Source: an optimization exercise on an open RTL-to-GDS flow (aim: small area and a short achievable clock period). Production flows keep margins and buffers that such runs may drop. At most, simulation tests tie the RTL to the original design; equivalence was not proved. For run 2, only the layout was checked, not whether the RTL still works. No run shown here takes its clock network from TritonCTS; it comes from the design's own scripts or RTL. The clock port is modelled as an ideal driver, which makes a skipped or thinned clock tree look cheaper than it is; a real chip needs a root buffer or a tree. No activity file was given, so power comes from the tool's default toggle rates.

==> design/flow/design.v <==
module registers (
    input logic rst,
    input logic clk,
    input logic [31:0] reg_addr,
    input logic [31:0] reg_wr_data,
    input logic reg_wr,
    output logic neg_b,
    output logic neg_c
);
    logic wr_hit, wr_nb, wr_nc;
    logic nb_r, nc_r;
    always_ff @(posedge clk)
    begin
        wr_hit <= ~rst & reg_wr & (reg_addr == 32'd10);
        wr_nb <= (reg_wr_data[1:0] == 2'h2);
        wr_nc <= (reg_wr_data[1:0] == 2'h1) | (reg_wr_data[1:0] == 2'h2);
    end
    assign neg_b = wr_hit ? wr_nb : nb_r;
    assign neg_c = wr_hit ? wr_nc : nc_r;
    always_ff @(posedge clk)
    begin
        if (rst) begin
            nb_r <= 1'b0;
            nc_r <= 1'b0;
        end
        else begin
            nb_r <= neg_b;
            nc_r <= neg_c;
        end
    end
endmodule
module calculate (
    input logic rst,
    input logic clk,
    input logic [31:0] a,
    input logic [31:0] b,
    input logic [31:0] c,
    input logic neg_b,
    input logic neg_c,
    output logic [63:0] z
);
    localparam int W = 38;
    localparam int B1 = 16;
    localparam int B2 = 32;
    logic [31:0] bx, cx;
    logic [31:0] s1, cy1;
    logic nb1, nc1;
    logic [W-1:0] ra, rb;
    logic [W-1:0] p2, g2;
    logic [B1-1:0] u0;
    logic [B2-B1-1:0] u1;
    logic [W-B2-1:0] u2;
    logic c0, c1;
    logic [W-1:0] x2n;
    logic c0n, c1n;
    logic [B2-B1-1:0] v1;
    logic [W-B2-1:0] v2;
    logic carry2;
    logic [W-1:0] z3;
    logic rst1, rst12;
    assign bx = b ^ {32{neg_b}};
    assign cx = c ^ {32{neg_c}};
    always_ff @(posedge clk)
    begin
        s1  <= a ^ bx ^ cx;
        cy1 <= (a & bx) | (a & cx) | (bx & cx);
        nb1 <= neg_b;
        nc1 <= neg_c;
    end
    assign ra = {{(W-32){nb1 ^ nc1}}, s1};
    assign rb = {{(W-33){nb1 & nc1}}, cy1, nc1};
    assign p2 = ra ^ rb;
    assign g2 = {ra[W-1:1] & rb[W-1:1], (ra[0] & rb[0]) | (ra[0] & nb1) | (rb[0] & nb1)};
    prefix_carry #(.W(B1)) iblk0(.p(p2[B1-1:0]), .g(g2[B1-1:0]), .cin(nb1), .s(u0), .cout(c0));
    prefix_carry #(.W(B2-B1)) iblk1(.p(p2[B2-1:B1]), .g(g2[B2-1:B1]), .cin(1'b0), .s(u1), .cout(c1));
    prefix_carry #(.W(W-B2)) iblk2(.p(p2[W-1:B2]), .g(g2[W-1:B2]), .cin(1'b0), .s(u2), .cout());
    always_ff @(posedge clk)
    begin
        x2n <= ~{u2, u1, u0};
        c0n <= ~c0;
        c1n <= ~c1;
        rst1 <= rst;
        rst12 <= rst | rst1;
    end
    assign carry2 = ~c1n | (~c0n & (&(~x2n[B2-1:B1])));
    incrementer #(.W(B2-B1)) iinc1(.x(~x2n[B2-1:B1]), .cin(~c0n), .s(v1));
    incrementer #(.W(W-B2)) iinc2(.x(~x2n[W-1:B2]), .cin(carry2), .s(v2));
    always_ff @(posedge clk)
    begin
        if (rst | rst12)
            z3 <= '0;
        else
            z3 <= {v2, v1, ~x2n[B1-1:0]};
    end
    always_comb
    begin
        z[W-1:0] = z3;
        for (int i = W; i < 64; i++)
            z[i] = z3[34 + (i % (W-34))];
    end
endmodule
module prefix_carry #(
    parameter int W = 38
) (
    input logic [W-1:0] p,
    input logic [W-1:0] g,
    input logic cin,
    output logic [W-1:0] s,
    output logic cout
);
    localparam int L = (W > 32) ? 6 : (W > 16) ? 5 : (W > 8) ? 4 : (W > 4) ? 3 : (W > 2) ? 2 : 1;
    for (genvar l = 0; l <= L; l++) begin : level
        logic [W-1:0] gg;
        logic [W-1:0] tt;
        if (l == 0) begin : first
            assign gg = g;
            assign tt = p;
        end
        else begin : next
            localparam int D = 1 << (l - 1);
            assign gg = {level[l-1].gg[W-1:D] | (level[l-1].tt[W-1:D] & level[l-1].gg[W-1-D:0]),
                         level[l-1].gg[D-1:0]};
            assign tt = {level[l-1].tt[W-1:D] & level[l-1].tt[W-1-D:0], level[l-1].tt[D-1:0]};
        end
    end
    assign s = p ^ {level[L].gg[W-2:0], cin};
    assign cout = level[L].gg[W-1];
endmodule
module incrementer #(
    parameter int W = 21
) (
    input logic [W-1:0] x,
    input logic cin,
    output logic [W-1:0] s
);
    localparam int L = (W > 32) ? 6 : (W > 16) ? 5 : (W > 8) ? 4 : (W > 4) ? 3 : (W > 2) ? 2 : 1;
    for (genvar l = 0; l <= L; l++) begin : level
        logic [W-1:0] tt;
        if (l == 0) begin : first
            assign tt = x;
        end
        else begin : next
            localparam int D = 1 << (l - 1);
            assign tt = {level[l-1].tt[W-1:D] & level[l-1].tt[W-1-D:0], level[l-1].tt[D-1:0]};
        end
    end
    assign s = x ^ ({level[L].tt[W-2:0], 1'b1} & {W{cin}});
endmodule
module operator (
    input logic rst,
    input logic clk,
    input logic [31:0] reg_addr,
    input logic [31:0] reg_wr_data,
    input logic reg_wr,
    input logic [31:0] a,
    input logic [31:0] b,
    input logic [31:0] c,
    output logic [63:0] z
);
    logic neg_b;
    logic neg_c;
    registers ireg(
        .clk(clk),
        .rst(rst),
        .reg_addr(reg_addr),
        .reg_wr_data(reg_wr_data),
        .reg_wr(reg_wr),
        .neg_b(neg_b),
        .neg_c(neg_c));
    calculate ical(
        .clk(clk),
        .rst(rst),
        .a(a),
        .b(b),
        .c(c),
        .neg_b(neg_b),
        .neg_c(neg_c),
        .z(z));
endmodule
==> design/flow/flow/run.sh <==
#!/bin/bash
# Standard ORFS layout, except that:
#  - the port buffers are small plain buffers (buffer_ports otherwise picks a
#    large delay cell for every port);
#  - the clock tree is two levels: the clock port drives a root clock
#    buffer, which drives six leaf buffers, each driving the flip-flops of
#    one sixth of the core (manual_cts.tcl).
set -euo pipefail
W=$(pwd)
bash standard.sh synth > "$W/make_synth.log" 2>&1
export BUFFER_PORTS_ARGS="-buffer_cell sky130_fd_sc_hd__buf_1"
export PRE_CTS_TCL="$W/flow/manual_cts.tcl"
bash standard.sh > "$W/make_layout.log" 2>&1
==> design/flow/flow/manual_cts.tcl <==
# A two-level clock tree: the clock port drives one root clock buffer, which
# drives one leaf clock buffer per region of the core; each leaf drives the
# flip-flops of its region. The regions split the flip-flops into n_cols
# columns of equal count by x, and each column into n_rows rows by y.
proc manual_clock_tree {n_cols n_rows leaf_master root_master} {
  set block [ord::get_db_block]
  set net [$block findNet clk]
  set leaf_m [[ord::get_db] findMaster $leaf_master]
  set root_m [[ord::get_db] findMaster $root_master]
  set sinks {}
  foreach it [$net getITerms] {
    set bb [[$it getInst] getBBox]
    lappend sinks [list $it [expr {([$bb xMin] + [$bb xMax]) / 2}] [expr {([$bb yMin] + [$bb yMax]) / 2}]]
  }
  set n [llength $sinks]
  set by_x [lsort -integer -index 1 $sinks]
  set groups {}
  for {set c 0} {$c < $n_cols} {incr c} {
    set col [lsort -integer -index 2 [lrange $by_x [expr {$c * $n / $n_cols}] [expr {($c + 1) * $n / $n_cols - 1}]]]
    set m [llength $col]
    for {set r 0} {$r < $n_rows} {incr r} {
      lappend groups [lrange $col [expr {$r * $m / $n_rows}] [expr {($r + 1) * $m / $n_rows - 1}]]
    }
  }
  # the root buffer, between the port net and the leaves' net
  set root [odb::dbInst_create $block $root_m "clkbuf_root"]
  set trunk [odb::dbNet_create $block "clknet_root"]
  $trunk setSigType CLOCK
  [$root findITerm A] connect $net
  [$root findITerm X] connect $trunk
  set k 0
  set rx 0
  set ry 0
  foreach g $groups {
    set sx 0; set sy 0
    foreach s $g { incr sx [lindex $s 1]; incr sy [lindex $s 2] }
    set cx [expr {$sx / [llength $g]}]
    set cy [expr {$sy / [llength $g]}]
    incr rx $cx
    incr ry $cy
    set inst [odb::dbInst_create $block $leaf_m "clkbuf_leaf_$k"]
    $inst setLocation $cx $cy
    $inst setPlacementStatus PLACED
    set leaf [odb::dbNet_create $block "clknet_leaf_$k"]
    $leaf setSigType CLOCK
    foreach s $g {
      set it [lindex $s 0]
      $it disconnect
      $it connect $leaf
    }
    [$inst findITerm A] connect $trunk
    [$inst findITerm X] connect $leaf
    puts "clock leaf $k: [llength $g] sinks at ($cx, $cy)"
    incr k
  }
  $root setLocation [expr {$rx / $k}] [expr {$ry / $k}]
  $root setPlacementStatus PLACED
  $net setSigType CLOCK
}

# Used in place of TritonCTS: cts.tcl calls clock_tree_synthesis, then
# legalises the placement and repairs timing as usual.
rename clock_tree_synthesis tritoncts_clock_tree_synthesis
proc clock_tree_synthesis {args} {
  manual_clock_tree 3 2 sky130_fd_sc_hd__clkbuf_16 sky130_fd_sc_hd__clkbuf_16
  set_propagated_clock [all_clocks]
}
==> design/flow/standard.sh <==
#!/bin/bash
# synth_recipe.tcl (not shown) runs the flow's synth.tcl, then flattens the netlist and writes it again
# the make line also repeats each setting of config.mk as NAME=value (left out here)
make -C /OpenROAD-flow-scripts/flow DESIGN_CONFIG=/design/flow/config.mk WORK_HOME=/design/flow/orfs CLKGATE_MAP_FILE= SYNTH_SCRIPT=/design/flow/synth_recipe.tcl "${@:-finish}"
==> design/flow/config.mk <==
export PLATFORM = sky130hd
export DESIGN_NAME = operator
export DESIGN_NICKNAME = operator
export VERILOG_FILES = /design/flow/design.v
export SDC_FILE = /design/flow/constraint.sdc
export NUM_CORES = 4
export LEC_CHECK = 0
export ABC_CLOCK_PERIOD_IN_PS = 1000
export CAP_MARGIN = 20
export CORE_MARGIN = 2
export CORE_UTILIZATION = 65
export CTS_BUF_LIST = sky130_fd_sc_hd__clkbuf_4 sky130_fd_sc_hd__clkbuf_8
export CTS_CLUSTER_DIAMETER = 60
export CTS_CLUSTER_SIZE = 30
export SETUP_SLACK_MARGIN = 3.75
export SLEW_MARGIN = 20
==> design/flow/constraint.sdc <==
create_clock -name core_clock -period 6.0 [get_ports {clk}]
set_input_delay 1.2000 -clock core_clock [delete_from_list [all_inputs] [get_ports {clk}]]
set_output_delay 1.2000 -clock core_clock [all_outputs]
set_load 0.01 [all_outputs]
==> results.toml, run 1 <==
[status]
status = "timing/DRC/antenna clean"

[finish]
final_common_cell = "buf_1"
drive_above_1_share = 0.0652
area_growth_pct = 15.6
multi_input_area_um2 = 3350
fill_cells = 671
nets = 1002
layout_common_cells = "buf_1, dfxtp_1, xnor2_1, nor2_1, fa_1"
final_area_um2 = 7580
num_antenna_cells = 0
seq_area_um2 = 2950

[synthesis]
synth-edff-count = 0
ys_warn_count = 2
synth-main-ff-cell = "dfxtp_1"
synthCells = 589
synth_area_um2 = 6560
async_flop_share = 0
yosys.cell_types.count = 56
ys_seq_area_frac = 0.449
ys_seq_elements = 147
syn_area_per_cell_um2 = 11.1

[cts]
path_clk_slew_ps = 90
insertion_delay_ps = 350

[sta]
rsz0062_at_grt = "yes"
finalWorstSetupSlack_ps = 3780
tightest_slew_ps = 633
fin_setup_tns_ps = 0
max_slew_margin = 0.578
drv_slew = 0
fmax_mhz = 451
skew_ps = 10.4
fin_crit_sh = 0.369
setup_viol = 0
finalCriticalPeriod_ps = 2220
finalHoldViolations = 0

[route]
routed_wl_um = 12300
ant_nets = 0
wire_per_inst_um = 13.6
route.vias.total = 4619
via_per_inst = 5.13
drtIter0Drc = 115
drc = 0
dr.pass1.iters = 5

[floorplanning]
die_h_um = 104
ios = 227
fp.dieArea_um2 = 10900
coreArea_um2 = 9770
fp.dieW_um = 104
start_util = 0.671
rows = 36

[critical_path]
cp-end-kind = "flop"
start_kind = "flop"
critPathArrivalTime_ps = 2460
required_ps = 6250
rrSetupSlack_ps = 3780
path_max_fanout = 4
critPathKind = "flop to flop"
reg2reg_depth = 9
r2r-end = "ical.x2n[14]$_DFF_P_"
rr_startpoint = "ical.nc1$_DFF_P_"

[placement]
place.gp.congestion = 0.879
dpl_cell_area_um2 = 7250
hpwl_um = 9470
pre_cts_slack_ps = 3490
portBuffers = 196

[power]
finalPower_mw = 2.33
p_seq_frac = 0.535
power.leakage_nw = 3.13
combPwrFrac = 0.260
p_sw_frac = 0.289
switchingPower_uw = 673
internal_power_mw = 1.66
ir_drop_mv = 0.195
power-per-cell-area_nw_per_um2 = 307
pwr-share-clk = 0.205

[global_routing]
grtUsageTotal = 0.220
grt_antenna_before_repair = 0
grt_pass1_vias = 4585
grt_overflow = 0
grt_pass1_wl_um = 20200
grt_max_degree = 35

[hold_path]
hold-path-endpoint = "ical.z3[10]$_SDFF_PP0_"
hp-class = "flop to flop"
holdPathStages = 1
hold_path_startpoint = "ical.x2n[10]$_DFF_P_"

[flow_run]
cap_viol_max_count = 0
[how the worst max path moves through the flow]
stage                               startpoint                endpoint  slack (ps)
after detailed placement      ical.nb1$_DFF_P_    ical.x2n[14]$_DFF_P_        3490
final                         ical.nc1$_DFF_P_    ical.x2n[14]$_DFF_P_        3780
after global routing          ical.nc1$_DFF_P_    ical.x2n[14]$_DFF_P_        3710
after floorplan               ical.c0n$_DFF_P_  ical.z3[32]$_SDFF_PP0_        3790
after CTS                 ical.x2n[18]$_DFF_P_  ical.z3[32]$_SDFF_PP0_        3680
after global placement        ical.nb1$_DFF_P_    ical.x2n[14]$_DFF_P_        3550
[synth_stat cells (2+ instances only)]
cell | instances | area [µm²]
o21a_1 | 5 | 37.5
mux2i_1 | 2 | 20.0
nor3_1 | 7 | 35.0
buf_4 | 26 | 195
nand4_1 | 3 | 18.8
o31ai_1 | 4 | 30.0
o21ai_1 | 2 | 10.0
a211oi_1 | 8 | 60.1
xor2_1 | 17 | 149
o211ai_1 | 2 | 15.0
dfxtp_1 | 147 | 2940
nor2b_1 | 3 | 18.8
ha_1 | 34 | 425
nor4_1 | 6 | 37.5
and4b_1 | 2 | 20.0
or2_2 | 2 | 12.5
xnor2_1 | 78 | 683
o21ai_0 | 14 | 70.1
fa_1 | 36 | 721
clkbuf_1 | 14 | 52.6
a21o_1 | 17 | 128
and2_1 | 3 | 18.8
nor3b_1 | 2 | 15.0
nor4b_1 | 2 | 17.5
and3_1 | 7 | 43.8
nand2_1 | 20 | 75.1
a31o_2 | 2 | 17.5
nand2b_1 | 8 | 50.1
nor2_1 | 42 | 158
a221o_1 | 2 | 20.0
inv_1 | 22 | 82.6
nand3_1 | 3 | 15.0
a21oi_1 | 23 | 115
nor3_2 | 2 | 20.0
[power groups by stage]
stage,Combinational (mW),Clock [mW],Sequential [mW]
5_1_grt,0.682,0.522,1.26
2_1_floorplan,0.408,0,1.25
4_1_cts,0.587,0.489,1.25
3_5_place_dp,0.568,0,1.27
3_3_place_gp,0.546,0,1.26
6_report,0.606,0.477,1.25
[kinds of logic after synthesis]
| logic type | share of synthesized area |
|---|---|
| DFF | 0.449 |
| xor gates and xnor gates | 0.127 |
| muxes | 0.00305 |
| AOI/OAI and AO/OA | 0.0933 |
| and+or+nand+nor | 0.103 |
| buffers and inverters | 0.0509 |
| adders and majority gates | 0.175 |
[worst max-delay path, stage by stage (launching register included)]
cell     delay [ps]
dfxtp_2         360
fa_2            220
inv_2            40
fa_2            390
nor2b_4         150
o31ai_4          90
a21o_1          230
o31ai_4         350
and4b_1         240
nor3_1           50
[flip-flops by register name, summed over array words and instances (netlist names), 32 cells and up]
| name | flops |
|---|---|
| ical.z3 | 38 |
| ical.x2n | 34 |
| ical.s1 | 32 |
| ical.cy1 | 32 |
[cell type report]
type,count,share of cell area
flip-flops and latches,147,0.389
multi-input cells,379,0.442
plain buffers,7,0.0231
well taps,133,0.0219
inverters,22,0.0109
repair buffers,212,0.113
[stage by stage]
step / util / cells / hold WS [ps]
CTS: 0.766 / 891 / 386
global placement: 0.742 / 879 / 370
detailed placement: 0.742 / 879 / 371
finish: 0.776 / 900 / 385
floorplan: - / 589 / 368
global route: 0.776 / 900 / 391
[per-layer routing]
layer,vias up,global-route usage,share of wire
met2,173,0.415,0.50
met3,18,0.0213,0.059
met4,0,0.0376,0.015
li1,2297,-,-
met1,2131,0.274,0.43
met5,-,0,0
[what timing repair did]
action / 4_1_cts / 5_1_grt
setup endpoints to repair: 6 / 13
pin swaps: 4 / 11
setup buffers: 5 / 9
gates resized for setup: 5 / 12
hold buffers: 0 / 0
==> run 2, diff against run 1 <==
--- a/design/flow/design.v
+++ b/design/flow/design.v
@@ -40,5 +40,5 @@
     output logic [63:0] z
 );
-    localparam int W = 38;
+    localparam int W = 36;
     localparam int B1 = 16;
     localparam int B2 = 32;
--- a/design/flow/config.mk
+++ b/design/flow/config.mk
@@ -13,4 +13,4 @@
 export CTS_CLUSTER_DIAMETER = 60
 export CTS_CLUSTER_SIZE = 30
-export SETUP_SLACK_MARGIN = 3.75
+export SETUP_SLACK_MARGIN = 3.7
 export SLEW_MARGIN = 20
==> run 2 against run 1 <==
Effect of this change:
- still clean
- synthesized cell count is 4.1% lower
- critical path depth is 1 lower
- fmax is 6.0% lower
- register-to-register slack worse by 140 ps
- via count is 3.4% lower
- critical endpoint is now ical.z3[33]$_SDFF_PP0_
==> results.toml, run 2 <==
[synthesis]
yosys.cell_types.count = 47
async_flop_share = 0
synth.top_cell.area_share = 0.455
synthCells = 565
ys_top_cells_by_count = "dfxtp_1, xnor2_1, nor2_1"
synth-edff-count = 0
ys_seq_area_frac = 0.455
syn_area_per_cell_um2 = 11.3
synth.most_common_cell = "dfxtp_1"
synth-main-ff-cell = "dfxtp_1"
ys_warn_count = 2
ys_top_cells_by_area = "dfxtp_1, fa_1, xnor2_1, ha_1, buf_4"
synth_area_um2 = 6380
ys_seq_elements = 145
yosysTopAreaCell = "dfxtp_1"

[flow_run]
cap_viol_max_count = 0

[power]
power.leakage_nw = 3.00
finalPower_mw = 2.29
internal_power_mw = 1.63
p_sw_frac = 0.287
combPwrFrac = 0.252
pwr-share-clk = 0.210
switchingPower_uw = 655
power-per-cell-area_nw_per_um2 = 307
p_seq_frac = 0.539
ir_drop_mv = 0.194

[global_routing]
grtUsageTotal = 0.217
grt_pass1_vias = 4298
grt_max_degree = 31
grt_antenna_before_repair = 0
grt_overflow = 0
grt_pass1_wl_um = 18400

[route]
wire_per_inst_um = 13.7
dr.pass1.iters = 4
drtIter0Drc = 69
route.vias.total = 4463
drc = 0
ant_nets = 0
via_per_inst = 5.08
routed_wl_um = 12000

[floorplanning]
rows = 36
coreArea_um2 = 9640
fp.dieArea_um2 = 10600
start_util = 0.662
die_h_um = 103
fp.dieW_um = 103
ios = 227

[sta]
finalWorstSetupSlack_ps = 3640
fmax_mhz = 424
max_slew_margin = 0.581
rsz0062_at_grt = "yes"
tightest_slew_ps = 629
fin_crit_sh = 0.393
drv_slew = 0
fin_setup_tns_ps = 0
finalCriticalPeriod_ps = 2360
skew_ps = 7.72
setup_viol = 0
finalHoldViolations = 0

[finish]
reg.largest.list = "ical.z3: 36 flops, ical.x2n: 34 flops"
nets = 981
layout_common_cells = "buf_1, dfxtp_1, xnor2_1, nor2_1, fa_1"
area_growth_pct = 16.6
largest_reg_flops = 36
final_common_cell = "buf_1"
top_register = "ical.z3"
drive_above_1_share = 0.0697
num_antenna_cells = 0
final_util = 0.772

[critical_path]
start_kind = "flop"
critPathKind = "flop to flop"
required_ps = 6220
cp-end-kind = "flop"
path_max_fanout = 2
critPathArrivalTime_ps = 2570

[hold_path]
hp-class = "flop to flop"

[placement]
hpwl_um = 9310
portBuffers = 196
place.gp.congestion = 0.836
pre_cts_slack_ps = 3310

[cts]
insertion_delay_ps = 350
path_clk_slew_ps = 90

[status]
status = "timing/DRC/antenna clean"
## run 2: changes by cell type after synthesis, moves of 4 or more
| cell | previous run | this run |
|---|---|---|
| nand2_1 | 20 | 8 |
| a31oi_1 | 0 | 7 |
| nand3_1 | 3 | 9 |
| nor2_1 | 42 | 38 |
| o21a_1 | 5 | 1 |
## run 2: cell families (layout without fill, tap and decap cells)
logic type	after synthesis	after routing	share of synthesized area
buf+inv	58	239	0.0506
flops	145	145	0.455
fa+ha+maj	70	70	0.180
mux	2	2	0.00314
compound gates	83	83	0.0841
simple gates	109	109	0.0931
xor+xnor	98	98	0.135
## run 2: per-stage QoR
stage | cell area (µm²) | instances | hold slack, ps
after floorplan | 6380 | 565 | 368
after global routing | 7440 | 879 | 399
after CTS | 7380 | 874 | 385
final | 7440 | 879 | 385
after detailed placement | 7070 | 857 | 371
after global placement | 7070 | 857 | 371
## run 2: power groups by stage
stage	sequential (mW)	combinational (mW)	clock (mW)
after floorplan	1.24	0.385	0
after global placement	1.24	0.515	0
after detailed placement	1.25	0.534	0
after CTS	1.23	0.561	0.491
after global routing	1.25	0.650	0.526
final	1.23	0.576	0.479
## run 2: cell type report
cell class                 instances  area, µm²
multi-input combinational        362       3250
fill                             707       2200
sequential                       145       2910
tap                              133        166
inverter                          19       71.3
buffer                             7        175
timing repair buffer             213        863
## run 2: what timing repair did
action	CTS	global route
pin swaps	5	8
gates resized for setup	14	8
setup endpoints to repair	86	11
buffers inserted	10	5
hold buffers	0	0
## run 2: final timing paths
check | from | slack (ps) | cells after the start | endpoint
max reg2reg | ical.x2n[18]$_DFF_P_ | 3640 | 8 | ical.z3[33]$_SDFF_PP0_
max | ical.x2n[18]$_DFF_P_ | 3640 | 8 | ical.z3[33]$_SDFF_PP0_
min | ical.x2n[8]$_DFF_P_ | 390 | 1 | ical.z3[8]$_SDFF_PP0_
min reg2reg | ical.x2n[8]$_DFF_P_ | 390 | 1 | ical.z3[8]$_SDFF_PP0_
## run 2: routing by layer
metal / GRT usage / up-vias / part of all wire
met5: 0 / - / 0
met4: 0.0364 / 0 / 0.018
met3: 0.0210 / 20 / 0.051
met2: 0.440 / 138 / 0.54
met1: 0.245 / 2082 / 0.39
li1: - / 2223 / -
## run 2: critical path: stages, from the launching register on
cell and delay (ps):
dfxtp_2 330, or4_4 550, nor4b_4 310, nand2_4 80, or4_4 440, o21ai_4 170, ha_4 150, xor2_1 140
nor2_1 50
==> run 3, diff against run 2 <==
--- a/design/flow/design.v
+++ b/design/flow/design.v
@@ -40,5 +40,5 @@
     output logic [63:0] z
 );
-    localparam int W = 36;
+    localparam int W = 38;
     localparam int B1 = 16;
     localparam int B2 = 32;
==> run 3 against run 2 <==
Effect of this change:
- cell area up 0.99%
- largest cell class unchanged
- utilization down 0.31 points
- via count up 3.0%
- routed wire length up 1.5%
- first-iteration DRC count up 74%
- flip-flop and latch count up 2
- critical path depth up 1
- fmax up 8.6%
- clock skew up 3.3 ps
- die area up 2.7%
- still clean
==> results.toml, run 3 <==
[status]
status = "timing/DRC/antenna clean"

[power]
internal_power_mw = 1.65
combPwrFrac = 0.257
ir_drop_mv = 0.198
power-per-cell-area_nw_per_um2 = 309
p_seq_frac = 0.537
switchingPower_uw = 672
power.leakage_nw = 3.10
pwr-share-clk = 0.206
finalPower_mw = 2.32
p_sw_frac = 0.290

[placement]
place.gp.congestion = 0.879
hpwl_um = 9470
portBuffers = 196
pre_cts_slack_ps = 3490

[synthesis]
ys_seq_area_frac = 0.449
ys_seq_elements = 147
synth.most_common_cell = "dfxtp_1"
async_flop_share = 0
synth_area_um2 = 6560
syn_area_per_cell_um2 = 11.1
synth-main-ff-cell = "dfxtp_1"
ys_warn_count = 2
ys_top_cells_by_count = "dfxtp_1, xnor2_1, nor2_1"
ys_top_cells_by_area = "dfxtp_1, fa_1, xnor2_1, ha_1, buf_4"
yosysTopAreaCell = "dfxtp_1"
synth.top_cell.area_share = 0.449
synth-edff-count = 0
synthCells = 589
yosys.cell_types.count = 56

[route]
route.vias.total = 4598
dr.pass1.iters = 4
ant_nets = 0
via_per_inst = 5.15
wire_per_inst_um = 13.7
drtIter0Drc = 120
drc = 0
routed_wl_um = 12200

[critical_path]
required_ps = 6280
slowest_stage = "fa_1"
start_kind = "flop"
crit_buf_inv = 1
path_cells = "fa_1 -> inv_1 -> fa_2 -> nor2b_4 -> o31ai_4 -> a21o_1 -> o31ai_4 -> and4b_1 -> nor3_1"
cpLargestDelayFamily = "adder cells"
cp-end-kind = "flop"
max_stage_delay_ps = 430
cpMostUsedCell = "o31ai_4"
critPathKind = "flop to flop"
critPathArrivalTime_ps = 2450
path_max_fanout = 4

[sta]
max_slew_margin = 0.577
setup_viol = 0
skew_ps = 11.1
tightest_slew_ps = 634
finalHoldViolations = 0
finalCriticalPeriod_ps = 2170
finalWorstSetupSlack_ps = 3830
fin_crit_sh = 0.362
fin_setup_tns_ps = 0
drv_slew = 0
fmax_mhz = 461
rsz0062_at_grt = "no"

[global_routing]
grtUsageTotal = 0.220
grt_max_degree = 35
grt_pass1_vias = 4585
grt_pass1_wl_um = 20200
grt_antenna_before_repair = 0
grt_overflow = 0

[cts]
insertion_delay_ps = 350
postCtsHoldBufs = 0
path_clk_slew_ps = 90

[finish]
drive_above_1_share = 0.0487
final_common_cell = "buf_1"
top_register = "ical.z3"
num_antenna_cells = 0
largest_reg_flops = 38
area_growth_pct = 14.6
layout_common_cells = "buf_1, dfxtp_1, xnor2_1, nor2_1, fa_1"
reg.largest.list = "ical.z3: 38 flops, ical.x2n: 34 flops"
nets = 994

[floorplanning]
start_util = 0.671
fp.dieW_um = 104
die_h_um = 104
fp.dieArea_um2 = 10900
rows = 36
coreArea_um2 = 9770
ios = 227

[flow_run]
cap_viol_max_count = 0

[hold_path]
hp-class = "flop to flop"
==> run 3: cell count changes in the layout (fill, tap and decap cells not counted), sizes merged, moves of 3 or more <==
cell and delta:
a21o +3, a31oi -7, buf -9, inv +3, nand2 +11, nand3 -6
nor2 +4, o21a +4, xor2 -3
==> run 3: power groups by stage <==
| stage | logic (mW) | clock network (mW) | registers (mW) |
|---|---|---|---|
| after floorplan | 0.408 | 0 | 1.25 |
| after global placement | 0.546 | 0 | 1.26 |
| after detailed placement | 0.568 | 0 | 1.27 |
| after CTS | 0.587 | 0.489 | 1.25 |
| after global routing | 0.672 | 0.522 | 1.26 |
| final | 0.597 | 0.478 | 1.25 |
==> run 3: logic make-up (layout without fill, tap and decap cells) <==
| logic type | Yosys count | count (layout) | share of synthesized area |
|---|---|---|---|
| flip-flops | 147 | 147 | 0.449 |
| AND/OR/NAND/NOR | 123 | 123 | 0.103 |
| XOR/XNOR | 95 | 95 | 0.127 |
| AO/OA/AOI/OAI | 89 | 89 | 0.0933 |
| adder cells (fa/ha/maj) | 70 | 70 | 0.175 |
| buffers and inverters | 63 | 233 | 0.0509 |
| multiplexers | 2 | 2 | 0.00305 |
==> run 3: per-layer routing <==
metal / wire, µm / track usage
met1: 5250 / 0.274
met3: 729 / 0.0213
met2: 6000 / 0.415
met5: 0 / 0
met4: 210 / 0.0376
==> run 3: timing repair <==
action                                  4_1_cts  5_1_grt
buffers inserted                              5        1
resized for setup                             5        6
endpoints found under the setup margin        6        5
pin swaps                                     4        3
==> run 3: path summary, 6_finish.rpt <==
check                  startpoint                     end  slack (ps)  depth (start not counted)
max              ical.nb1$_DFF_P_    ical.x2n[14]$_DFF_P_        3830                          9
min reg2reg  ical.x2n[10]$_DFF_P_  ical.z3[10]$_SDFF_PP0_         390                          1
max reg2reg      ical.nb1$_DFF_P_    ical.x2n[14]$_DFF_P_        3830                          9
min          ical.x2n[10]$_DFF_P_  ical.z3[10]$_SDFF_PP0_         390                          1
==> run 3: layout make-up <==
type                    count  area (µm²)
multi-input cells         379        3350
plain buffers               7         175
repair buffers            204         796
fillers                   683        2260
inverters                  22        82.6
flip-flops and latches    147        2950
well taps                 133         166
==> run 3: stage by stage <==
step | utilization | std cells | hold WS [ps] | area, µm²
2_1_floorplan | - | 589 | 368 | 6560
3_3_place_gp | 0.742 | 879 | 370 | 7250
3_5_place_dp | 0.742 | 879 | 371 | 7250
4_1_cts | 0.766 | 891 | 386 | 7490
5_1_grt | 0.769 | 892 | 391 | 7510
6_report | 0.769 | 892 | 385 | 7510
==> run 4, diff against run 3 <==
--- a/design/flow/config.mk
+++ b/design/flow/config.mk
@@ -15,2 +15,3 @@
 export SETUP_SLACK_MARGIN = 3.7
 export SLEW_MARGIN = 20
+export SYNTH_HIERARCHICAL = 1
==> run 4 against run 3 <==
Effect of this change:
- still clean
- clock power up 2%
- fmax down 1.7%
- worst hold slack worse by 2.5 ps
- register-to-register slack worse by 40 ps
- global-route usage down 1.6 points
- routed wire length up 3.0%
- critical path type unchanged
==> results.toml, run 4 <==
[placement]
portBuffers = 196
pre_cts_slack_ps = 3620
hpwl_um = 10300
place.gp.congestion = 0.869

[sta]
fmax_mhz = 453
finalCriticalPeriod_ps = 2210
drv_slew = 0
setup_viol = 0
finalWorstSetupSlack_ps = 3790
rsz0062_at_grt = "no"
fin_setup_tns_ps = 0
skew_ps = 8.44
max_slew_margin = 0.294
finalHoldViolations = 0
fin_crit_sh = 0.368
tightest_slew_ps = 1060

[global_routing]
grt_pass1_vias = 4668
grt_antenna_before_repair = 0
grt_pass1_wl_um = 20100
grt_max_degree = 35
grtUsageTotal = 0.203
grt_overflow = 0

[finish]
final_common_cell = "buf_1"
seq_area_um2 = 3020
area_growth_pct = 10.9
layout_common_cells = "buf_1, dfxtp_1, xor2_1, inv_1, nor2_1"
num_antenna_cells = 0
nets = 1108
reg.largest.list = "ical.x2n: 38 flops, ical.z3: 38 flops"
multi_input_area_um2 = 3740
fill_cells = 802
drive_above_1_share = 0.0483

[synthesis]
synthCells = 707
ys_warn_count = 8
syn_area_per_cell_um2 = 10.4
synth_area_um2 = 7340

[cts]
path_clk_slew_ps = 90
postCtsHoldBufs = 0
insertion_delay_ps = 350

[power]
combPwrFrac = 0.291
ir_drop_mv = 0.306
p_seq_frac = 0.510
power.leakage_nw = 3.71
power-per-cell-area_nw_per_um2 = 301
pwr-share-clk = 0.199
p_sw_frac = 0.311
switchingPower_uw = 761
internal_power_mw = 1.69

[critical_path]
critPathKind = "flop to flop"
rrSetupSlack_ps = 3790
start_kind = "flop"
cp-end-kind = "flop"
required_ps = 6300
critPathArrivalTime_ps = 2510
path_max_fanout = 3

[floorplanning]
fp.dieArea_um2 = 12200
rows = 38
ios = 227
fp.dieW_um = 110
coreArea_um2 = 10900
die_h_um = 110
start_util = 0.671

[route]
drtIter0Drc = 211
routed_wl_um = 12500
dr.pass1.iters = 6
wire_per_inst_um = 12.4
drc = 0
route.vias.total = 5110
ant_nets = 0
via_per_inst = 5.06

[status]
status = "timing/DRC/antenna clean"

[hold_path]
hp-class = "flop to flop"

[flow_run]
cap_viol_max_count = 0
run 4: per-stage QoR:
step | power (mW) | hold slack (ps) | instances | utilization | area [µm²]
after floorplan | 1.80 | 368 | 708 | - | 7340
after global placement | 1.95 | 370 | 1002 | 0.726 | 7940
after detailed placement | 1.98 | 372 | 1002 | 0.726 | 7940
after CTS | 2.47 | 386 | 1009 | 0.742 | 8120
after global routing | 2.61 | 390 | 1010 | 0.744 | 8130
final | 2.45 | 383 | 1010 | 0.744 | 8130
run 4: layout make-up:
class,count,share of cell area
well taps,140,0.0215
inverters,73,0.0337
flip-flops and latches,151,0.372
repair buffers,197,0.0914
plain buffers,7,0.0215
multi-input cells,442,0.460
run 4: repair_timing:
action                                  CTS  global route
hold endpoints to repair                  0             0
setup buffers                             0             1
pin swaps                                 0             2
resized for setup                         1             2
endpoints found under the setup margin    2             3
run 4: worst paths after layout:
check,end,startpoint,cells after the start
worst min register to register,ical.z3[8]$_SDFF_PP0_,ical.x2n[8]$_DFF_P_,1
worst max-delay path,ical.c0n$_DFF_P_,ical.nc1$_DFF_P_,9
worst max register to register,ical.c0n$_DFF_P_,ical.nc1$_DFF_P_,9
worst min-delay path,ical.z3[8]$_SDFF_PP0_,ical.x2n[8]$_DFF_P_,1
run 4: metal layers:
layer | GRT usage | wire, µm
met1 | 0.258 | 5580
met2 | 0.380 | 6010
met3 | 0.0194 | 740
met4 | 0.0330 | 214
met5 | 0 | 0
run 4: power by group through the flow:
stage / Combinational, mW / Sequential (mW) / Clock [mW]
floorplan: 0.537 / 1.26 / 0
global placement: 0.685 / 1.27 / 0
detailed placement: 0.709 / 1.27 / 0
CTS: 0.714 / 1.25 / 0.503
global route: 0.810 / 1.27 / 0.536
finish: 0.712 / 1.25 / 0.487
run 4: worst max-delay path, cell delays in order (launching register included):
cell and delay, ps:
dfxtp_1 340, ha_1 200, a211o_1 300, ha_1 210, o211ai_1 260, a21oi_2 130
o21ai_2 200, a41oi_1 190, a31o_2 300, inv_1 40
==> run 5, diff against run 4 <==
--- a/design/flow/config.mk
+++ b/design/flow/config.mk
@@ -6,4 +6,5 @@
 export NUM_CORES = 4
 export LEC_CHECK = 0
+export ABC_AREA = 1
 export ABC_CLOCK_PERIOD_IN_PS = 1000
 export CAP_MARGIN = 20
@@ -15,3 +16,2 @@
 export SETUP_SLACK_MARGIN = 3.7
 export SLEW_MARGIN = 20
-export SYNTH_HIERARCHICAL = 1
==> run 5 against run 4 <==
Effect of this change:
- power shrank 2.3%
- synthesized cell count grew 16%
- combinational power shrank 6.3%
- critical endpoint is now z[34]
- still clean
- sequential share of layout area shrank 0.15 points
- highest routed layer unchanged
- sequential power is essentially flat
==> results.toml, run 5 <==
[sta]
finalHoldViolations = 0
fmax_mhz = 459
drv_slew = 0
fin_crit_sh = 0.363
fin_setup_tns_ps = 0
finalCriticalPeriod_ps = 2180
hold-worst-slack_ps = 385
setup_viol = 0
max_slew_margin = 0.695
skew_ps = 10.9
rsz0062_at_grt = "no"
tightest_slew_ps = 456

[cts]
insertion_delay_ps = 360
postCtsHoldBufs = 0
post_cts.repair.setup_buffers = 0
cts-resized-gates = 0
path_clk_slew_ps = 90

[power]
ir_drop_mv = 0.235
p_sw_frac = 0.326
power.leakage_nw = 3.69
power-per-cell-area_nw_per_um2 = 301
p_seq_frac = 0.515
pwr-share-clk = 0.206
switchingPower_uw = 781
combPwrFrac = 0.279
internal_power_mw = 1.61

[synthesis]
synth.top_cell.area_share = 0.411
synthCells = 820
ys_warn_count = 2
yosysTopAreaCell = "dfxtp_1"
synth.most_common_cell = "nand2_1"
synth_area_um2 = 7150
syn_area_per_cell_um2 = 8.72
ys_seq_elements = 147
async_flop_share = 0
yosys.cell_types.count = 31
ys_top_cells_by_area = "dfxtp_1, nand2_1, fa_1, xnor2_1, ha_1"
ys_top_cells_by_count = "nand2_1, dfxtp_1, inv_1"
synth-main-ff-cell = "dfxtp_1"
ys_seq_area_frac = 0.411
synth-edff-count = 0

[floorplanning]
rows = 38
die_h_um = 109
ios = 227
start_util = 0.663
coreArea_um2 = 10800
fp.dieArea_um2 = 11900
fp.dieW_um = 109

[finish]
largest_reg_flops = 38
area_growth_pct = 11.2
nets = 1224
reg.largest.list = "ical.z3: 38 flops, ical.x2n: 34 flops"
num_antenna_cells = 0
final_common_cell = "nand2_1"
layout_common_cells = "nand2_1, buf_1, dfxtp_1, inv_1, xnor2_1"
drive_above_1_share = 0.0243
top_register = "ical.z3"
final_cell_count_no_fill = 1129

[hold_path]
hold_path_startpoint = "ical.x2n[1]$_DFF_P_"
hp-class = "flop to flop"
holdPathStages = 1
hold-path-endpoint = "ical.z3[1]$_SDFF_PP0_"

[placement]
place.gp.congestion = 0.900
portBuffers = 196
hpwl_um = 12200
place_inst = 1122

[critical_path]
max_stage_delay_ps = 440
slowest_stage = "dfxtp_1"
rr_startpoint = "ical.nb1$_DFF_P_"
path_cells = "buf_1"
crit_buf_inv = 1
path_max_fanout = 7
r2r-end = "ical.x2n[8]$_DFF_P_"
required_ps = 4800
start_kind = "flop"
critPathKind = "flop to primary output"
rrSetupSlack_ps = 4080
reg2reg_depth = 9
critPathArrivalTime_ps = 980
cp-end-kind = "primary output"
cpLargestDelayFamily = "flip-flops"

[route]
wire_per_inst_um = 13.1
dr.pass1.iters = 5
drc = 0
drtIter0Drc = 204
ant_nets = 0
route.vias.total = 5562
routed_wl_um = 14800
via_per_inst = 4.93

[global_routing]
grt_overflow = 0
grt_max_degree = 35
global_route.usage.met2 = 0.468
grt_pass1_wl_um = 23800
use_met3 = 0.0239
use_met1 = 0.326
grt_pass1_vias = 5356
grt_antenna_before_repair = 0
busiest_layer = "met2"
grtUsageTotal = 0.252

[flow_run]
cap_viol_max_count = 0

[status]
status = "timing/DRC/antenna clean"
run 5: cell types whose count changed in the layout (fill, tap and decap cells not counted), sizes merged, moves of 7 or more:
| cell | delta |
|---|---|
| nor4 | -12 |
| ha | -7 |
| o21ai | -9 |
| nand2 | +171 |
| a21oi | +7 |
| and2 | -22 |
| xor2 | -89 |
| nand3 | +11 |
| xnor2 | +55 |
| a21o | -11 |
| nor2 | +26 |
| inv | +40 |
run 5: worst max path at each step:
stage | from | endpoint | slack (ps) | cells after the start
global placement | rst | ical.z3[37]$_SDFF_PP0_ | 3740 | 4
floorplan | c[0] | ical.s1[0]$_DFF_P_ | 4060 | 2
global route | ical.z3[34]$_SDFF_PP0_ | z[34] | 3720 | 1
finish | ical.z3[34]$_SDFF_PP0_ | z[34] | 3820 | 1
CTS | ical.z3[36]$_SDFF_PP0_ | z[38] | 3760 | 1
detailed placement | rst | ical.z3[37]$_SDFF_PP0_ | 3700 | 4
run 5: cell type report:
class | instances | area, µm²
inverters | 113 | 424
well taps | 140 | 175
multi-input cells | 526 | 3500
flip-flops and latches | 147 | 2940
fillers | 856 | 2840
plain buffers | 7 | 175
repair buffers | 196 | 736
run 5: kinds of logic (layout without fill, tap and decap cells):
family | count (synthesis) | after routing | synth area share
AND/OR/NAND/NOR | 336 | 336 | 0.203
AO/OA/AOI/OAI | 42 | 42 | 0.0308
flip-flops | 147 | 147 | 0.411
XOR/XNOR | 78 | 78 | 0.0955
buffers and inverters | 147 | 316 | 0.0995
adder cells (fa/ha/maj) | 70 | 70 | 0.160
run 5: through the flow:
step	setup slack, ps	total power, mW	area (µm²)	utilization
after CTS	3760	2.40	7950	0.737
after detailed placement	3700	1.91	7780	0.720
after global routing	3720	2.55	7950	0.737
after global placement	3740	1.88	7780	0.720
final	3820	2.39	7950	0.737
after floorplan	4060	1.70	7150	-
run 5: power by group through the flow:
| stage | Combinational, mW | Sequential, mW | Clock, mW |
|---|---|---|---|
| after floorplan | 0.466 | 1.23 | 0 |
| after global placement | 0.639 | 1.24 | 0 |
| after detailed placement | 0.660 | 1.25 | 0 |
| after CTS | 0.665 | 1.23 | 0.505 |
| after global routing | 0.767 | 1.25 | 0.536 |
| final | 0.667 | 1.23 | 0.493 |
run 5: layer usage:
metal  wire (µm)  part of all wire  up-vias
met4         174             0.012        0
met1        6330              0.43     2495
li1            -                 -     2811
met2        7260              0.49      235
met3        1050             0.071       21
met5           0                 0        -
==> run 6, diff against run 5 <==
--- a/design/flow/flow/run.sh
+++ b/design/flow/flow/run.sh
@@ -4,6 +4,6 @@
 #    large delay cell for every port);
 #  - the clock tree is two levels: the clock port drives a root clock
-#    buffer, which drives six leaf buffers, each driving the flip-flops of
-#    one sixth of the core (manual_cts.tcl).
+#    buffer, which drives eight leaf buffers, each driving the flip-flops of
+#    one eighth of the core (manual_cts.tcl).
 set -euo pipefail
 W=$(pwd)
--- a/design/flow/flow/manual_cts.tcl
+++ b/design/flow/flow/manual_cts.tcl
@@ -63,5 +63,5 @@
 rename clock_tree_synthesis tritoncts_clock_tree_synthesis
 proc clock_tree_synthesis {args} {
-  manual_clock_tree 3 2 sky130_fd_sc_hd__clkbuf_16 sky130_fd_sc_hd__clkbuf_16
+  manual_clock_tree 4 2 sky130_fd_sc_hd__clkbuf_16 sky130_fd_sc_hd__clkbuf_16
   set_propagated_clock [all_clocks]
 }
--- a/design/flow/config.mk
+++ b/design/flow/config.mk
@@ -6,5 +6,4 @@
 export NUM_CORES = 4
 export LEC_CHECK = 0
-export ABC_AREA = 1
 export ABC_CLOCK_PERIOD_IN_PS = 1000
 export CAP_MARGIN = 20
==> run 6 against run 5 <==
Effect of this change:
- critical endpoint is now ical.x2n[14]$_DFF_P_
- largest cell class unchanged
- sequential share of layout area is 1.9 points higher
- fmax is 1.8% lower
- worst hold slack worse by 3.7 ps
- highest routed layer unchanged
- sequential power hardly changed
- utilization is 3.7 points higher
==> results.toml, run 6 <==
[cts]
path_clk_slew_ps = 70
insertion_delay_ps = 360

[floorplanning]
ios = 227
die_h_um = 104
rows = 36
coreArea_um2 = 9770
fp.dieArea_um2 = 10900
fp.dieW_um = 104
start_util = 0.671

[route]
drtIter0Drc = 144
dr.pass1.iters = 5
route.vias.total = 4601
routed_wl_um = 12300
drc = 0
ant_nets = 0
via_per_inst = 5.15
wire_per_inst_um = 13.8

[critical_path]
cp-end-kind = "flop"
rr_startpoint = "ical.nb1$_DFF_P_"
start_kind = "flop"
reg2reg_depth = 9
required_ps = 6250
r2r-end = "ical.x2n[14]$_DFF_P_"
critPathArrivalTime_ps = 2470
path_max_fanout = 4
rrSetupSlack_ps = 3780
critPathKind = "flop to flop"

[flow_run]
cap_viol_max_count = 0

[global_routing]
grt_antenna_before_repair = 1
grtUsageTotal = 0.222
grt_overflow = 0
grt_max_degree = 35
grt_pass1_wl_um = 20400
grt_pass1_vias = 4648

[synthesis]
async_flop_share = 0
synth_area_um2 = 6560
syn_area_per_cell_um2 = 11.1
synth.most_common_cell = "dfxtp_1"
synth-main-ff-cell = "dfxtp_1"
yosysTopAreaCell = "dfxtp_1"
yosys.cell_types.count = 56
ys_top_cells_by_count = "dfxtp_1, xnor2_1, nor2_1"
ys_top_cells_by_area = "dfxtp_1, fa_1, xnor2_1, ha_1, buf_4"
ys_seq_elements = 147
ys_seq_area_frac = 0.449
synth.top_cell.area_share = 0.449
synthCells = 589
synth-edff-count = 0
ys_warn_count = 2

[hold_path]
hold-path-endpoint = "ical.z3[3]$_SDFF_PP0_"
hp-class = "flop to flop"
hold_path_startpoint = "ical.x2n[3]$_DFF_P_"
holdPathStages = 1

[sta]
setup_viol = 0
fin_setup_tns_ps = 0
finalHoldViolations = 0
skew_ps = 12.0
max_slew_margin = 0.572
tightest_slew_ps = 642
fmax_mhz = 451
drv_slew = 0
fin_crit_sh = 0.369
finalCriticalPeriod_ps = 2220
rsz0062_at_grt = "yes"

[finish]
nets = 996
top_register = "ical.z3"
area_growth_pct = 15.3
drive_above_1_share = 0.0526
reg.largest.list = "ical.z3: 38 flops, ical.x2n: 34 flops"
final_common_cell = "buf_1"
final_cell_count_no_fill = 894
final_area_um2 = 7560
num_antenna_cells = 0
layout_common_cells = "buf_1, dfxtp_1, xnor2_1, nor2_1, fa_1"
largest_reg_flops = 38

[placement]
place.gp.congestion = 0.879
place_inst = 879
hpwl_um = 9470
portBuffers = 196
dpl_cell_area_um2 = 7250

[power]
finalPower_mw = 2.39
power-per-cell-area_nw_per_um2 = 316
ir_drop_mv = 0.213
power.leakage_nw = 3.12

[status]
status = "timing/DRC/antenna clean"
-- run 6: cells by family after synthesis --
logic type,after synthesis,synth area share
DFF,147,0.449
and+or+nand+nor,123,0.103
xor gates and xnor gates,95,0.127
AOI/OAI and AO/OA,89,0.0933
adders and majority gates,70,0.175
buffers and inverters,63,0.0509
muxes,2,0.00305
-- run 6: stage by stage --
step | util | hold WS [ps] | setup WS, ps
detailed placement | 0.742 | 371 | 3490
finish | 0.774 | 382 | 3780
CTS | 0.771 | 382 | 3680
global placement | 0.742 | 370 | 3550
floorplan | - | 368 | 3790
global route | 0.774 | 387 | 3660
-- run 6: critical path, stage by stage, from the launching register on --
cell and delay, ps:
dfxtp_2 360, fa_1 200, inv_1 60, fa_2 360, nor2b_2 190, o31ai_4 90, a21o_1 210, o31ai_4 350
and4b_1 240, nor3_1 50
-- run 6: power by group --
part	switching (mW)	total [mW]	leakage [nW]	internal (mW)
registers	0.0911	1.25	1.23	1.15
logic	0.317	0.600	1.78	0.283
clock network	0.281	0.548	0.111	0.267
-- run 6: worst max path at each step --
stage | startpoint | end | slack (ps) | cells past startpoint
finish | ical.nb1$_DFF_P_ | ical.x2n[14]$_DFF_P_ | 3780 | 9
global route | ical.x2n[16]$_DFF_P_ | ical.z3[33]$_SDFF_PP0_ | 3660 | 7
CTS | ical.x2n[18]$_DFF_P_ | ical.z3[32]$_SDFF_PP0_ | 3680 | 6
detailed placement | ical.nb1$_DFF_P_ | ical.x2n[14]$_DFF_P_ | 3490 | 9
global placement | ical.nb1$_DFF_P_ | ical.x2n[14]$_DFF_P_ | 3550 | 9
floorplan | ical.c0n$_DFF_P_ | ical.z3[32]$_SDFF_PP0_ | 3790 | 6
-- run 6: cell type report --
type / instances / area (µm²)
Buffer: 9 / 225
Fill cell: 677 / 2210
Inverter: 22 / 82.6
Multi-Input combinational cell: 379 / 3350
Sequential cell: 147 / 2950
Tap cell: 133 / 166
Timing Repair Buffer: 204 / 796
-- run 6: per-layer routing --
layer  share of wire  wire (µm)  GRT usage
met5               0          0          0
met2            0.49       6090      0.422
met4           0.021        261     0.0415
met3           0.060        742     0.0251
met1            0.42       5240      0.271
-- run 6: repair_timing --
action,CTS,global route
hold buffers,0,0
endpoints found under the setup margin,6,8
pin swaps,4,3
buffers inserted,5,1
resized for setup,5,6
cloned,0,0
==> run 7, diff against run 6 <==
--- a/design/flow/flow/run.sh
+++ b/design/flow/flow/run.sh
@@ -4,6 +4,6 @@
 #    large delay cell for every port);
 #  - the clock tree is two levels: the clock port drives a root clock
-#    buffer, which drives eight leaf buffers, each driving the flip-flops of
-#    one eighth of the core (manual_cts.tcl).
+#    buffer, which drives five leaf buffers, each driving the flip-flops of
+#    one fifth of the core (manual_cts.tcl).
 set -euo pipefail
 W=$(pwd)
--- a/design/flow/flow/manual_cts.tcl
+++ b/design/flow/flow/manual_cts.tcl
@@ -63,5 +63,5 @@
 rename clock_tree_synthesis tritoncts_clock_tree_synthesis
 proc clock_tree_synthesis {args} {
-  manual_clock_tree 4 2 sky130_fd_sc_hd__clkbuf_16 sky130_fd_sc_hd__clkbuf_16
+  manual_clock_tree 5 1 sky130_fd_sc_hd__clkbuf_16 sky130_fd_sc_hd__clkbuf_16
   set_propagated_clock [all_clocks]
 }
==> run 7 against run 6 <==
Effect of this change:
- global-route usage decreased by 0.19 points
- still clean
- worst hold slack gained 4.8 ps
- largest cell class unchanged
- clock power shrank 19%
==> results.toml, run 7 <==
[sta]
fin_crit_sh = 0.366
fin_setup_tns_ps = 0
skew_ps = 11.0
finalCriticalPeriod_ps = 2200
finalHoldViolations = 0
fmax_mhz = 455
rsz0062_at_grt = "no"
max_slew_margin = 0.571
tightest_slew_ps = 643
hold-worst-slack_ps = 387
setup_viol = 0
finalWorstSetupSlack_ps = 3800
drv_slew = 0

[synthesis]
syn_area_per_cell_um2 = 11.1
synth.most_common_cell = "dfxtp_1"
ys_seq_area_frac = 0.449
ys_seq_elements = 147
synthCells = 589
synth.top_cell.area_share = 0.449
ys_top_cells_by_area = "dfxtp_1, fa_1, xnor2_1, ha_1, buf_4"
ys_warn_count = 2
synth-main-ff-cell = "dfxtp_1"
yosysTopAreaCell = "dfxtp_1"
async_flop_share = 0
synth-edff-count = 0
ys_top_cells_by_count = "dfxtp_1, xnor2_1, nor2_1"
synth_area_um2 = 6560
yosys.cell_types.count = 56

[critical_path]
start_kind = "flop"
max_stage_delay_ps = 430
rrSetupSlack_ps = 3800
critPathKind = "flop to flop"
cp-startpoint = "ical.nb1$_DFF_P_"
required_ps = 6260
r2r-end = "ical.x2n[14]$_DFF_P_"
critPathArrivalTime_ps = 2460
rr_startpoint = "ical.nb1$_DFF_P_"
path_max_fanout = 4
reg2reg_depth = 9
cp-end-kind = "flop"
cpMostUsedCell = "o31ai_4"
slowest_stage = "fa_1"
path_cells = "fa_1 -> inv_1 -> fa_2 -> nor2b_4 -> o31ai_4 -> a21o_1 -> o31ai_4 -> and4b_1 -> nor3_1"

[power]
power-per-cell-area_nw_per_um2 = 305
power.leakage_nw = 3.08
finalPower_mw = 2.29
ir_drop_mv = 0.251

[finish]
drive_above_1_share = 0.0488
num_antenna_cells = 0
fill_cells = 690
multi_input_area_um2 = 3350
nets = 993
area_growth_pct = 14.2
seq_area_um2 = 2950
largest_reg_flops = 38
final_common_cell = "buf_1"
layout_common_cells = "buf_1, dfxtp_1, xnor2_1, nor2_1, fa_1"
final_cell_count_no_fill = 891
reg.largest.list = "ical.z3: 38 flops, ical.x2n: 34 flops"
top_register = "ical.z3"

[route]
dr.pass1.iters = 5
ant_nets = 0
wire_per_inst_um = 13.6
via_per_inst = 5.14
drc = 0
route.vias.total = 4576
drtIter0Drc = 111
routed_wl_um = 12200

[floorplanning]
die_h_um = 104
coreArea_um2 = 9770
fp.dieW_um = 104
start_util = 0.671
rows = 36
fp.dieArea_um2 = 10900
ios = 227

[placement]
place_inst = 879
pre_cts_slack_ps = 3490
portBuffers = 196
hpwl_um = 9470
place.gp.congestion = 0.879

[hold_path]
hold_path_startpoint = "ical.x2n[3]$_DFF_P_"
hp-class = "flop to flop"
hold-path-endpoint = "ical.z3[3]$_SDFF_PP0_"
holdPathStages = 1

[global_routing]
grt_antenna_before_repair = 0
grt_max_degree = 35
grt_overflow = 0
grtUsageTotal = 0.220
grt_pass1_vias = 4590
grt_pass1_wl_um = 20300

[status]
status = "timing/DRC/antenna clean"

[flow_run]
cap_viol_max_count = 0

[cts]
postCtsHoldBufs = 0
path_clk_slew_ps = 100
insertion_delay_ps = 330
==> run 7: routing by layer <==
metal / up-vias / routed length (µm) / global-route usage
li1: 2275 / - / -
met1: 2112 / 5090 / 0.270
met2: 175 / 6200 / 0.427
met3: 14 / 689 / 0.0188
met4: 0 / 174 / 0.0299
met5: - / 0 / 0
==> run 7: critical path: cells and delay by family, from the launching register on <==
family / cells / cell delay, ps
AND/OR/NAND/NOR: 3 / 440
buffers and inverters: 1 / 90
flip-flops: 1 / 350
adder cells (fa/ha/maj): 2 / 680
AO/OA/AOI/OAI: 3 / 560
==> run 7: worst max path at each step <==
stage / endpoint / slack (ps) / cells after the start
final: ical.x2n[14]$_DFF_P_ / 3800 / 9
after global routing: ical.z3[33]$_SDFF_PP0_ / 3700 / 7
after CTS: ical.z3[32]$_SDFF_PP0_ / 3680 / 6
after detailed placement: ical.x2n[14]$_DFF_P_ / 3490 / 9
after global placement: ical.x2n[14]$_DFF_P_ / 3550 / 9
after floorplan: ical.z3[32]$_SDFF_PP0_ / 3790 / 6
==> run 7: timing repair <==
action | 4_1_cts | 5_1_grt
endpoints found under the setup margin | 6 | 6
pin swaps | 4 | 3
buffers inserted | 5 | 1
gates resized for setup | 5 | 7
==> run 7: area by class of cell <==
class	instances	area share
plain buffers	6	0.0200
inverters	22	0.0110
multi-input cells	379	0.447
flip-flops and latches	147	0.393
well taps	133	0.0222
repair buffers	204	0.106
==> run 7: per-stage QoR <==
| step | util | cell area, µm² |
|---|---|---|
| detailed placement | 0.742 | 7250 |
| floorplan | - | 6560 |
| CTS | 0.763 | 7460 |
| finish | 0.766 | 7490 |
| global route | 0.766 | 7490 |
| global placement | 0.742 | 7250 |
==> run 7: power breakdown <==
| group | internal, mW | switching [mW] |
|---|---|---|
| clock | 0.182 | 0.261 |
| combinational | 0.284 | 0.313 |
| sequential | 1.15 | 0.0911 |
| total | 1.62 | 0.665 |
==> run 7: kinds of logic (layout without fill, tap and decap cells) <==
group                      count (synthesis)  count (layout)  synth area share
AOI/OAI and AO/OA                         89              89            0.0933
xor gates and xnor gates                  95              95             0.127
adders and majority gates                 70              70             0.175
buffers and inverters                     63             232            0.0509
DFF                                      147             147             0.449
muxes                                      2               2           0.00305
and+or+nand+nor                          123             123             0.103
==> run 8, diff against run 7 <==
--- a/design/flow/flow/run.sh
+++ b/design/flow/flow/run.sh
@@ -4,6 +4,8 @@
 #    large delay cell for every port);
 #  - the clock tree is two levels: the clock port drives a root clock
-#    buffer, which drives five leaf buffers, each driving the flip-flops of
-#    one fifth of the core (manual_cts.tcl).
+#    buffer, which drives six leaf buffers, each driving the flip-flops of
+#    one sixth of the core (manual_cts.tcl);
+#  - before the clock tree, the output port buffers and the output registers
+#    are given more drive (manual_cts.tcl).
 set -euo pipefail
 W=$(pwd)
--- a/design/flow/flow/manual_cts.tcl
+++ b/design/flow/flow/manual_cts.tcl
@@ -63,5 +63,25 @@
 rename clock_tree_synthesis tritoncts_clock_tree_synthesis
 proc clock_tree_synthesis {args} {
-  manual_clock_tree 5 1 sky130_fd_sc_hd__clkbuf_16 sky130_fd_sc_hd__clkbuf_16
+  upsize_output_stage
+  manual_clock_tree 3 2 sky130_fd_sc_hd__clkbuf_16 sky130_fd_sc_hd__clkbuf_16
   set_propagated_clock [all_clocks]
 }
+
+# The paths from the output registers to the ports are among the longest:
+# give the output port buffers and the output registers more drive. The
+# registers that drive several ports (copies of the sign) get the most.
+proc upsize_output_stage {} {
+  set master_buf [get_lib_cells sky130_fd_sc_hd__buf_2]
+  foreach inst [get_cells output*] {
+    if {[get_property $inst ref_name] eq "sky130_fd_sc_hd__buf_1"} {
+      replace_cell $inst $master_buf
+    }
+  }
+  foreach inst [get_cells -hier *z3*] {
+    if {[get_property $inst ref_name] eq "sky130_fd_sc_hd__dfxtp_1"} {
+      set q [get_pins -of_objects $inst -filter "direction==output"]
+      set fanout [llength [get_pins -of_objects [get_nets -of_objects $q] -filter "direction==input"]]
+      replace_cell $inst [expr {$fanout > 2 ? "sky130_fd_sc_hd__dfxtp_4" : "sky130_fd_sc_hd__dfxtp_2"}]
+    }
+  }
+}
--- a/design/flow/config.mk
+++ b/design/flow/config.mk
@@ -9,5 +9,5 @@
 export CAP_MARGIN = 20
 export CORE_MARGIN = 2
-export CORE_UTILIZATION = 65
+export CORE_UTILIZATION = 70
 export CTS_BUF_LIST = sky130_fd_sc_hd__clkbuf_4 sky130_fd_sc_hd__clkbuf_8
 export CTS_CLUSTER_DIAMETER = 60
==> run 8 against run 7 <==
Effect of this change:
- critical path type unchanged
- routed wire length is 9.7% higher
- first-iteration DRC count up 100%
- still clean
- sequential power hardly changed
==> results.toml, run 8 <==
[route]
ant_nets = 0
wire_per_inst_um = 15.2
drc = 0
via_per_inst = 5.35
drtIter0Drc = 223
dr.pass1.iters = 4
routed_wl_um = 13300
route.vias.total = 4690

[power]
p_sw_frac = 0.293
switchingPower_uw = 685
pwr-share-clk = 0.206
internal_power_mw = 1.66
finalPower_mw = 2.34
power-per-cell-area_nw_per_um2 = 304
p_seq_frac = 0.533
power.leakage_nw = 3.42
ir_drop_mv = 0.181
combPwrFrac = 0.261

[flow_run]
cap_viol_max_count = 0

[synthesis]
muxShareOfSynthArea = 0.00305
ys_top_cells_by_count = "dfxtp_1, xnor2_1, nor2_1"
yosys.cell_types.count = 56
synth-edff-count = 0
synthCells = 589
ys_warn_count = 2
async_flop_share = 0
synth.most_common_cell = "dfxtp_1"
synth.top_cell.area_share = 0.449
ys_top_cells_by_area = "dfxtp_1, fa_1, xnor2_1, ha_1, buf_4"
ys_seq_elements = 147
synth_xor_area_frac = 0.127
synth-adder-area-share = 0.175
synth_area_um2 = 6560
synth_top_family_by_area = "adder cells"
syn_area_per_cell_um2 = 11.1
synthSimpleGateAreaFrac = 0.103
synth_compound_area_frac = 0.0933
synth-main-ff-cell = "dfxtp_1"
ys_seq_area_frac = 0.449
yosysTopAreaCell = "dfxtp_1"

[floorplanning]
coreArea_um2 = 9150
start_util = 0.717
rows = 35
ios = 227
fp.dieW_um = 101
die_h_um = 101
fp.dieArea_um2 = 10200

[global_routing]
grt_max_degree = 33
grt_overflow = 0
grt_pass1_wl_um = 20700
grtUsageTotal = 0.253
grt_pass1_vias = 4580
grt_antenna_before_repair = 0

[finish]
nets = 1001
reg.largest.list = "ical.z3: 38 flops, ical.x2n: 34 flops"
largest_reg_flops = 38
drive_above_1_share = 0.195
num_antenna_cells = 0
layout_common_cells = "buf_1, dfxtp_1, xnor2_1, buf_2, nor2_1"
area_growth_pct = 17.2
final_common_cell = "buf_1"
final_util = 0.840
top_register = "ical.z3"

[sta]
finalCriticalPeriod_ps = 2250
finalHoldViolations = 0
fin_setup_tns_ps = 0
setup_viol = 0
fin_crit_sh = 0.374
max_slew_margin = 0.564
drv_slew = 0
skew_ps = 7.25
fmax_mhz = 445
rsz0062_at_grt = "yes"
tightest_slew_ps = 654

[critical_path]
critPathKind = "flop to flop"
required_ps = 6250
max_stage_delay_ps = 380
start_kind = "flop"
cp-end-kind = "flop"
path_max_fanout = 4
path_cells = "fa_2 -> inv_1 -> fa_2 -> nor2b_4 -> o31ai_4 -> a21o_1 -> o31ai_4 -> and4b_1 -> nor3_2"
slowest_stage = "fa_2"
critPathArrivalTime_ps = 2490

[status]
status = "timing/DRC/antenna clean"

[cts]
postCtsHoldBufs = 0
path_clk_slew_ps = 90
insertion_delay_ps = 350

[placement]
hpwl_um = 10100
portBuffers = 196
place.gp.congestion = 0.865

[hold_path]
hp-class = "flop to flop"
## run 8: critical path, delay by kind of cell (launching register included)
family | cells | cell delay [ps]
flip-flops | 1 | 370
adder cells (fa/ha/maj) | 2 | 570
AO/OA/AOI/OAI | 3 | 670
AND/OR/NAND/NOR | 3 | 470
buffers and inverters | 1 | 60
## run 8: timing repair
action,4_1_cts,5_1_grt
endpoints found under the setup margin,50,7
pin swaps,5,9
buffers inserted,6,7
resized for setup,4,12
## run 8: worst paths after layout
kind	from	cells past startpoint	slack (ps)	end
min	ical.x2n[4]$_DFF_P_	1	380	ical.z3[4]$_SDFF_PP0_
min reg2reg	ical.x2n[4]$_DFF_P_	1	380	ical.z3[4]$_SDFF_PP0_
max reg2reg	ical.nb1$_DFF_P_	9	3750	ical.x2n[14]$_DFF_P_
max	ical.nb1$_DFF_P_	9	3750	ical.x2n[14]$_DFF_P_
## run 8: routing by layer
layer | GRT usage | routed length [µm]
met3 | 0.0208 | 717
met5 | 0 | 0
met2 | 0.494 | 7100
met4 | 0.0379 | 244
met1 | 0.307 | 5280
## run 8: cell type report
type / count / area [µm²]
Buffer: 7 / 175
Sequential cell: 147 / 3010
Multi-Input combinational cell: 379 / 3360
Fill cell: 521 / 1460
Timing Repair Buffer: 211 / 928
Tap cell: 111 / 139
Inverter: 22 / 82.6
## run 8: metrics by stage
stage	instance area, µm²	setup WS (ps)	instances	hold slack [ps]
4_1_cts	7590	3600	870	378
3_3_place_gp	7220	3520	857	370
5_1_grt	7690	3670	877	382
2_1_floorplan	6560	3790	589	368
3_5_place_dp	7220	3420	857	371
6_report	7690	3750	877	377
## run 8: cells by family after synthesis
kind of cell	Yosys count
flops	147
mux	2
buf+inv	63
xor+xnor	95
fa+ha+maj	70
simple gates	123
compound gates	89
## run 8: power groups by stage
stage	logic [mW]	registers (mW)	clock network, mW
final	0.612	1.25	0.483
after global routing	0.681	1.26	0.527
after CTS	0.590	1.25	0.490
after detailed placement	0.571	1.27	0
after global placement	0.548	1.26	0
after floorplan	0.408	1.25	0

## afterwards: timing with drivers on the ports
The flow's constraints put no driver on any port. The routed layouts listed below were extracted and timed again, unchanged, in two steps.
Step 1 assumes that a clkbuf_16 drives the clock port and a buf_2 every other input.
Step 2 moves the port delays by t, midway between the first and last clock arrival at a register: inputs arrive t later, outputs are due t later. That takes back most of the time a late clock gives input paths.
Slacks: no drivers / after step 1 / after step 2; pairs: no drivers / after step 1.
run	shift t [ns]	slack for setup (ns)	worst setup path at the end	worst slew at a driven data input, ns
run 1	0.382	3.784 / 3.784 / 3.593	input to register	0.04
run 2	0.381	3.642 / 3.642 / 3.455	input to register	0.06
run 3	0.382	3.829 / 3.800 / 3.592	input to register	0.04
run 4	0.386	3.791 / 3.791 / 3.656	input to register	0.04
run 5	0.394	3.822 / 3.780 / 3.665	input to register	0.06
run 6	0.398	3.783 / 3.783 / 3.575	input to register	0.04
run 7	0.370	3.803 / 3.803 / 3.586	input to register	0.04
run 8	0.384	3.754 / 3.754 / 3.499	input to register	0.04
After both steps setup and hold are still met in every run listed. The setup slack of run 8, which loses most, moves by 0.000 ns with the drivers and by -0.255 ns with both steps.
